Context: an optimization exercise on an open-source flow, tuned for small area and a short achievable clock period. The choices shown serve that exercise and are no tape-out recipe. At most, simulation tests tie the RTL to the original design; equivalence was not proved.

## P
Design thresholding, start of the top module:
module thresholding(
    input wire clk, reset, enable,
    input wire signed [11 : 0] sig,
    output wire signed [11 : 0] y,
    output reg done,
    output reg [11 : 0] id
    );
==> module thresholding, before the edit <==
module thresholding(
    input wire clk, reset, enable,
    input wire signed [11 : 0] sig,
    output wire signed [11 : 0] y,
    output reg done,
    output reg [11 : 0] id
    );
localparam W = 13;
function lt_const11(input [10 : 0] a, input [10 : 0] k);
    integer i;
    reg r;
    begin
        r = 1'b0;
        for (i = 0; i < 11; i = i + 1)
            r = k[i] ? (~a[i] | r) : (~a[i] & r);
        lt_const11 = r;
    end
endfunction
function le_const17(input [16 : 0] a, input [16 : 0] k);
    integer i;
    reg r;
    begin
        r = 1'b1;
        for (i = 0; i < 17; i = i + 1)
            r = k[i] ? (~a[i] | r) : (~a[i] & r);
        le_const17 = r;
    end
endfunction
function [11 : 0] add_const12(input [11 : 0] a, input [11 : 0] k);
    integer i, j, m;
    reg c, t;
    begin
        for (i = 0; i < 12; i = i + 1) begin
            c = 1'b0;
            for (j = 0; j < i; j = j + 1) begin
                if (k[j]) begin
                    t = 1'b1;
                    for (m = i - 1; m > j; m = m - 1)
                        if (!k[m]) t = t & a[m];
                    t = t & a[j];
                    c = c | t;
                end
            end
            add_const12[i] = a[i] ^ k[i] ^ c;
        end
    end
endfunction
reg signed [11 : 0] d [0 : W - 1];    
reg [16 : 0] n;                       
reg first;                            
reg ysel;                             
wire idle = ~id[11] & (&id[10 : 0]);
wire working = ~idle;
reg [11 : 0] id_inc;
reg id_c;
integer k;
always @* begin
    id_c = 1'b1;
    for (k = 0; k < 12; k = k + 1) begin
        id_inc[k] = id[k] ^ id_c;
        id_c = id_c & id[k];
    end
end
wire [11 : 0] x = add_const12(sig, 12'd3138);                
wire wrapx = sig[11] & lt_const11(sig[10 : 0], 11'd958);      
wire [12 : 0] sp = {wrapx, ~sig[11], sig[10 : 0]};
wire f0 = le_const17(n, 17'd90902);           
wire fw = le_const17(n, 17'd65370);           
function cmp_ge(input [13 : 0] spf, input [16 : 0] nn, input f);
    reg [16 : 0] r0, r2, r3, l1c, s1, l2b, s2, cg, cp;
    reg [17 : 0] c1, c2;
    reg [15 : 0] tg, tp;
    integer lv, b;
    begin
        r0 = {3'b000, spf};
        r2 = {1'b0, spf, 2'b00};
        r3 = {spf, 3'b000};
        l1c = {r3[16 : 3], f, r3[1 : 0]};
        s1 = r0 ^ r2 ^ l1c;
        c1 = {(r0 & r2) | (r0 & l1c) | (r2 & l1c), 1'b0};
        l2b = {c1[16 : 3], f, f, f};
        s2 = s1 ^ l2b ^ nn;
        c2 = {(s1 & l2b) | (s1 & nn) | (l2b & nn), 1'b0};
        cg = s2 & c2[16 : 0];
        cp = s2 ^ c2[16 : 0];
        tg = cg[15 : 0];
        tp = cp[15 : 0];
        tg[0] = cg[0] | (cp[0] & f);
        for (lv = 1; lv < 5; lv = lv + 1)
            for (b = 0; b < (16 >> lv); b = b + 1) begin
                tg[b] = tg[2 * b + 1] | (tp[2 * b + 1] & tg[2 * b]);
                tp[b] = tp[2 * b + 1] & tp[2 * b];
            end
        cmp_ge = ~(cp[16] ^ tg[0]);
    end
endfunction
wire cond0 = cmp_ge({1'b0, fw, ~sig[11], sig[10 : 0]}, n, f0);
wire cond1 = cmp_ge({fw, ~fw, ~sig[11], sig[10 : 0]}, n, f0);
wire cond = wrapx ? cond1 : cond0;
wire late = ~id[11] & ((|id[10 : 4]) | (id[3] & id[2]));
wire valid = ~first | late;
wire [11 : 0] d12b = valid ? {~d[W - 1][11], d[W - 1][10 : 0]} : 12'h800;
localparam [16 : 0] KU = 17'd123839;
wire [16 : 0] ea = n ^ {5'd0, d12b} ^ KU;
wire [17 : 0] eb = {(n & {5'd0, d12b}) | (n & KU) | ({5'd0, d12b} & KU), 1'b0};
wire [16 : 0] nsp = {4'b0000, ~sp};
wire [16 : 0] ua = ea ^ eb[16 : 0] ^ nsp;
wire [17 : 0] ub = {(ea & eb[16 : 0]) | (ea & nsp) | (eb[16 : 0] & nsp), 1'b0};
wire [16 : 0] n_next = ua + ub[16 : 0];
assign y = ysel ? d[0] : 12'sd0;
integer j;
always @(posedge clk) begin
    if (working) begin
        for (j = 1; j < W; j = j + 1)
            d[j] <= d[j - 1];
        d[0] <= x;
    end
    if (reset) begin
        n <= 17'd90902;
        first <= 1'b1;
        done <= 1'b0;
        id <= 12'd2047;
    end else begin
        done <= working;
        if (working) begin
            id <= id_inc;
            n <= n_next;
            if (late)
                first <= 1'b0;
        end else begin
            id <= {enable, 11'h7ff};
        end
    end
    ysel <= cond;
end
endmodule
clock: 14.0 ns
lec_check: 0
cap_margin: 20
core_margin: 2
core_utilization: 40
cts_buf_list: sky130_fd_sc_hd__clkbuf_8
slew_margin: 20
standard.sh (not shown) runs the stock make flow with config.mk's settings and CLKGATE_MAP_FILE= SYNTH_SCRIPT=/design/flow/synth_recipe.tcl, a recipe that flattens the netlist after the stock synthesis.
==> flow/flow/run.sh <==
#!/bin/bash
set -euo pipefail
bash standard.sh "BUFFER_PORTS_ARGS=-buffer_cell sky130_fd_sc_hd__buf_2" finish > standard.log 2>&1
Modified inputs, Q compared to P
diff --git a/flow/design.v b/flow/design.v
--- a/flow/design.v
+++ b/flow/design.v
@@ -46,9 +46,9 @@
     end
 endfunction
 reg signed [11 : 0] d [0 : W - 1];    
-reg [16 : 0] n;                       
+reg [16 : 0] m;                       
 reg first;                            
-reg ysel;                             
+reg [7 : 0] grp;                      
 wire idle = ~id[11] & (&id[10 : 0]);
 wire working = ~idle;
 reg [11 : 0] id_inc;
@@ -63,10 +63,14 @@
 end
 wire [11 : 0] x = add_const12(sig, 12'd3138);                
 wire wrapx = sig[11] & lt_const11(sig[10 : 0], 11'd958);      
-wire [12 : 0] sp = {wrapx, ~sig[11], sig[10 : 0]};
+wire [16 : 0] n = m + {{5{~d[0][11]}}, ~d[0]} + 17'd1;       
 wire f0 = le_const17(n, 17'd90902);           
 wire fw = le_const17(n, 17'd65370);           
-function cmp_ge(input [13 : 0] spf, input [16 : 0] nn, input f);
+wire late = ~id[11] & ((|id[10 : 4]) | (id[3] & id[2]));
+wire valid = ~first | late;
+wire [11 : 0] d12 = valid ? d[W - 1] : 12'd0;
+wire [16 : 0] m_next = n + {{5{d12[11]}}, d12};
+function [7 : 0] cmp_grp(input [13 : 0] spf, input [16 : 0] nn, input f);
     reg [16 : 0] r0, r2, r3, l1c, s1, l2b, s2, cg, cp;
     reg [17 : 0] c1, c2;
     reg [15 : 0] tg, tp;
@@ -86,37 +90,31 @@
         tg = cg[15 : 0];
         tp = cp[15 : 0];
         tg[0] = cg[0] | (cp[0] & f);
-        for (lv = 1; lv < 5; lv = lv + 1)
+        for (lv = 1; lv < 3; lv = lv + 1)
             for (b = 0; b < (16 >> lv); b = b + 1) begin
                 tg[b] = tg[2 * b + 1] | (tp[2 * b + 1] & tg[2 * b]);
                 tp[b] = tp[2 * b + 1] & tp[2 * b];
             end
-        cmp_ge = ~(cp[16] ^ tg[0]);
+        cmp_grp = {cp[16], tg[3], tp[3], tg[2], tp[2], tg[1], tp[1], tg[0]};
     end
 endfunction
-wire cond0 = cmp_ge({1'b0, fw, ~sig[11], sig[10 : 0]}, n, f0);
-wire cond1 = cmp_ge({fw, ~fw, ~sig[11], sig[10 : 0]}, n, f0);
-wire cond = wrapx ? cond1 : cond0;
-wire late = ~id[11] & ((|id[10 : 4]) | (id[3] & id[2]));
-wire valid = ~first | late;
-wire [11 : 0] d12b = valid ? {~d[W - 1][11], d[W - 1][10 : 0]} : 12'h800;
-localparam [16 : 0] KU = 17'd123839;
-wire [16 : 0] ea = n ^ {5'd0, d12b} ^ KU;
-wire [17 : 0] eb = {(n & {5'd0, d12b}) | (n & KU) | ({5'd0, d12b} & KU), 1'b0};
-wire [16 : 0] nsp = {4'b0000, ~sp};
-wire [16 : 0] ua = ea ^ eb[16 : 0] ^ nsp;
-wire [17 : 0] ub = {(ea & eb[16 : 0]) | (ea & nsp) | (eb[16 : 0] & nsp), 1'b0};
-wire [16 : 0] n_next = ua + ub[16 : 0];
+wire [7 : 0] grp0 = cmp_grp({1'b0, fw, ~sig[11], sig[10 : 0]}, n, f0);
+wire [7 : 0] grp1 = cmp_grp({fw, ~fw, ~sig[11], sig[10 : 0]}, n, f0);
+wire c16 = grp[6] | (grp[5] & (grp[4] | (grp[3] & (grp[2] | (grp[1] & grp[0])))));
+wire ysel = ~(grp[7] ^ c16);
 assign y = ysel ? d[0] : 12'sd0;
 integer j;
 always @(posedge clk) begin
     if (working) begin
         for (j = 1; j < W; j = j + 1)
             d[j] <= d[j - 1];
+    end
+    if (reset)
+        d[0] <= 12'sd0;
+    else if (working)
         d[0] <= x;
-    end
     if (reset) begin
-        n <= 17'd90902;
+        m <= 17'd90902;
         first <= 1'b1;
         done <= 1'b0;
         id <= 12'd2047;
@@ -124,13 +122,13 @@
         done <= working;
         if (working) begin
             id <= id_inc;
-            n <= n_next;
+            m <= m_next;
             if (late)
                 first <= 1'b0;
         end else begin
             id <= {enable, 11'h7ff};
         end
     end
-    ysel <= cond;
+    grp <= wrapx ? grp1 : grp0;
 end
 endmodule
[summary]
- Reg-to-reg setup timing slack delta (Q − P): unfavourable
- Clock transition time at the flip-flop clock pins of the worst setup and hold paths across Q and P: no real change.
- Q vs P: critical path depth up in Q
- P ended with every stage complete and zero timing, DRC or antenna violations.
- Both conditions hold for Q: the flow ran to the end and the final layout passed the timing, design-rule and antenna checks.
- Area of the core (lower): P
- Between Q and P, the difference in H-tree level count is negligible.
- In Q, the die outline height came out 3.7% above the value in P.
- Diff P -> Q: final area higher; final routed DRC violation total roughly the same; number of iterations in the first detailed-routing pass higher; global-route wire length before repair higher.
- Per the comparison of Q with P, count of sequential standard cells rose about 3.7%, via count of the first global-routing pass rose by 721.
Function not checked in Q: the RTL went through the layout flow alone.

re-timing with driven ports:
The flow's constraints put no driver on any port. The routed layouts listed below were extracted and timed again, unchanged, in two steps. Step 1 assumes that a clkbuf_16 drives the clock port and a buf_2 every other input. Step 2 moves the port delays by t, midway between the first and last clock arrival at a register: inputs arrive t later, outputs are due t later. That takes back most of the time a late clock gives input paths. Slacks: ideal ports / drivers / drivers and shift; pairs: ideal ports / drivers.
run	shift t [ns]	slack for setup (ns)	worst setup path after step 2	latest minus earliest clock arrival (ns)	worst register clock-pin slew, ns
P	0.497	8.461 / 8.444 / 7.947	input to register	0.029 / 0.030	0.12 / 0.12
Q	0.504	8.463 / 8.463 / 8.463	register to register	0.015 / 0.015	0.11 / 0.11
After both steps every run listed still meets setup and hold. For P, which loses most, drivers alone change the setup slack by -0.017 ns; drivers and shift together by -0.514 ns.
